This design comes from an exercise in tuning for small area on the open sky130 flow, not from production work.
Only simulation tests tie the RTL to the original design; equivalence was not proved.
Power is estimated from default activity; no workload was simulated.

==> flow/design.v (excerpt) <==
module cpu (
    input  clk,
    input  rst_n,
    input  [31:0] instr,
    input  [31:0] ram_data2,
    input  [10:0] start_pc,
    input  [3:0]  reg_addr,
    output logic         waiting,
    output logic         ram_w_en1,
    output logic         ram_w_en2,
    output logic [10:0]  ram_addr2,
    output logic [31:0]  ram_in2,
    output logic [31:0]  status_out,
    output logic [31:0]  datapath_out,
    output logic [10:0]  pc_out,
    output logic [31:0]  reg_output
);
    localparam [3:0] RESET = 4'd0, FETCH = 4'd1, FETCH_WAIT = 4'd2, DECODE = 4'd3,
                     EXECUTE = 4'd4, MEM_INC_PC = 4'd5, MEM_WAIT = 4'd6,
                     WRITE_BACK = 4'd7, LOAD_PC_START = 4'd8;
    logic [3:0] state;
    always_ff @(posedge clk or negedge rst_n) begin
        if (!rst_n) state <= RESET;
        else case (state)
            RESET:         state <= LOAD_PC_START;
            LOAD_PC_START: state <= FETCH;
            FETCH:         state <= FETCH_WAIT;
            FETCH_WAIT:    state <= DECODE;
            DECODE:        state <= EXECUTE;
            EXECUTE:       state <= MEM_INC_PC;
            MEM_INC_PC:    state <= MEM_WAIT;
            MEM_WAIT:      state <= WRITE_BACK;
            WRITE_BACK:    state <= FETCH;
            default:       state <= RESET;
        endcase
    end
    logic st_dec, st_exe, st_mem, st_mwait, st_wb, st_ldpc;
    assign st_dec   = (state == DECODE);
    assign st_exe   = (state == EXECUTE);
    assign st_mem   = (state == MEM_INC_PC);
    assign st_mwait = (state == MEM_WAIT);
    assign st_wb    = (state == WRITE_BACK);
    assign st_ldpc  = (state == LOAD_PC_START);
    logic [27:0] ir;
    logic        cond_nv, taken;
    always_ff @(posedge clk) begin
        if (st_dec) begin
            ir      <= instr[27:0];
            cond_nv <= (instr[31:28] == 4'b1111);
            taken   <= instr[31] ? (instr[30:28] == 3'b001 || instr[30:28] == 3'b010 ||
                                    instr[30:28] == 3'b100 || instr[30:28] == 3'b110)
                                 : instr[28];
        end
    end
    logic [6:0] opcode;
    always_comb begin
        case (ir[27:26])
            2'b00: begin
                if (ir[27:21] == 7'b0011001)      opcode = 7'b0000000;
  ...
export LEC_CHECK = 0
export ABC_AREA = 1
export CAP_MARGIN = 15
export CORE_MARGIN = 2
export CORE_UTILIZATION = 60
export CTS_BUF_LIST = sky130_fd_sc_hd__clkbuf_8
export CTS_CLUSTER_DIAMETER = 60
export CTS_CLUSTER_SIZE = 14
export SLEW_MARGIN = 10
create_clock -name core_clock -period 12.0 [get_ports {clk}]
standard.sh (not shown) runs the stock make flow with config.mk's settings and CLKGATE_MAP_FILE= SYNTH_SCRIPT=/design/flow/synth_recipe.tcl, a recipe that flattens the netlist after the stock synthesis.
==> flow/flow/run.sh <==
#!/bin/bash
# Own layout flow: the standard synthesis, then the combinational logic
# (never the registers) is mapped again with ABC's &nf mapper, then the standard flow's
# standard layout on that netlist with small port buffers and a leaner
# clock tree.  Each tool's output goes to a log file in this folder.
set -euo pipefail
W=$(pwd)
R=$W/orfs/results/$FLOW_PLATFORM/cpu/base
LIB=$FLOW_HOME/platforms/$FLOW_PLATFORM/lib/sky130_fd_sc_hd__tt_025C_1v80.lib

# 1. standard synthesis
bash standard.sh synth > synth.log 2>&1

# 2. map the logic between the registers again
cp $R/1_2_yosys.v $W/std_1_2_yosys.v
python3 flow/gen_cells.py $LIB > $W/cells_comb.v 2> gen_cells.log
DU=$(grep -o -- "-dont_use [A-Za-z0-9_]*" $W/orfs/logs/$FLOW_PLATFORM/cpu/base/1_2_yosys.log | sort -u | tr '\n' ' ')
printf 'set_driving_cell sky130_fd_sc_hd__buf_1\nset_load 5\n' > $W/abc.constr
cat > $W/remap.ys <<EOS
read_verilog $W/cells_comb.v
read_liberty -lib -ignore_redef $LIB
read_verilog $W/std_1_2_yosys.v
hierarchy -top $FLOW_TOP
flatten
simplemap
opt -purge
abc -script $W/flow/remap.abc -liberty $LIB $DU -constr $W/abc.constr -D ${ABC_D:-12000}
opt_clean -purge
hilomap -singleton -hicell sky130_fd_sc_hd__conb_1 HI -locell sky130_fd_sc_hd__conb_1 LO
splitnets
opt_clean -purge
tee -o $W/remap_stat.txt stat -liberty $LIB
write_verilog -noattr -noexpr -nohex -nodec $W/remap.v
EOS
YOSYS=$(command -v yosys || echo $FLOW_HOME/../tools/install/yosys/bin/yosys)
$YOSYS -s $W/remap.ys > remap.log 2>&1
cp $W/remap.v $R/1_2_yosys.v
rm -f $R/1_synth.odb $R/1_synth.sdc

# 3. standard layout from the new netlist
bash standard.sh \
  "BUFFER_PORTS_ARGS=-buffer_cell sky130_fd_sc_hd__buf_1" \
  "CTS_ARGS=-sink_clustering_enable -repair_clock_nets -buf_list sky130_fd_sc_hd__clkbuf_8 -dont_use_dummy_load -sink_clustering_size 14 -sink_clustering_max_diameter 60" \
  finish > layout.log 2>&1
==> flow/flow/remap.abc <==
&get -n
&st
&dch
&nf -F 8 -A 4 -a
&put
Other scripts of this flow, unchanged in this note and not shown: flow/flow/gen_cells.py
Rerun with:
==> flow/flow/remap.abc (replaced) <==
&get -n
&st
&dch
&nf
&put
CORE_UTILIZATION = 50   (was 60)
After rerunning: Final area grows by 0.95%; worst hold slack got worse by 14 ps; worst setup slack improved by 170 ps; count of clock-buffer cells in the layout is unchanged; power shrinks by 0.35%; cell count grows by 4.8%.

==> re-timing with driven ports <==
No port has a modelled driver above. Below, the same layouts with a new extraction and two added sets of constraints. Step 1: set_driving_cell puts a clkbuf_16 on clk and a buf_2 on each other input, an assumption about the parent block. Step 2, shift: input delay + t, output delay - t, t = (earliest + latest rising clock arrival at the registers) / 2. This alone moves slack from input paths to output paths. Three values: ideal, step 1, step 2; two values: the first two.
| run | t (ns) | setup WS [ns] | worst setup path after step 2 |
|---|---|---|---|
| the first run | 0.739 | 0.233 / 0.177 / 0.915 | register to output |
| the second run | 0.736 | 0.401 / 0.342 / 1.078 | register to output |
After both steps every run listed still meets setup and hold.
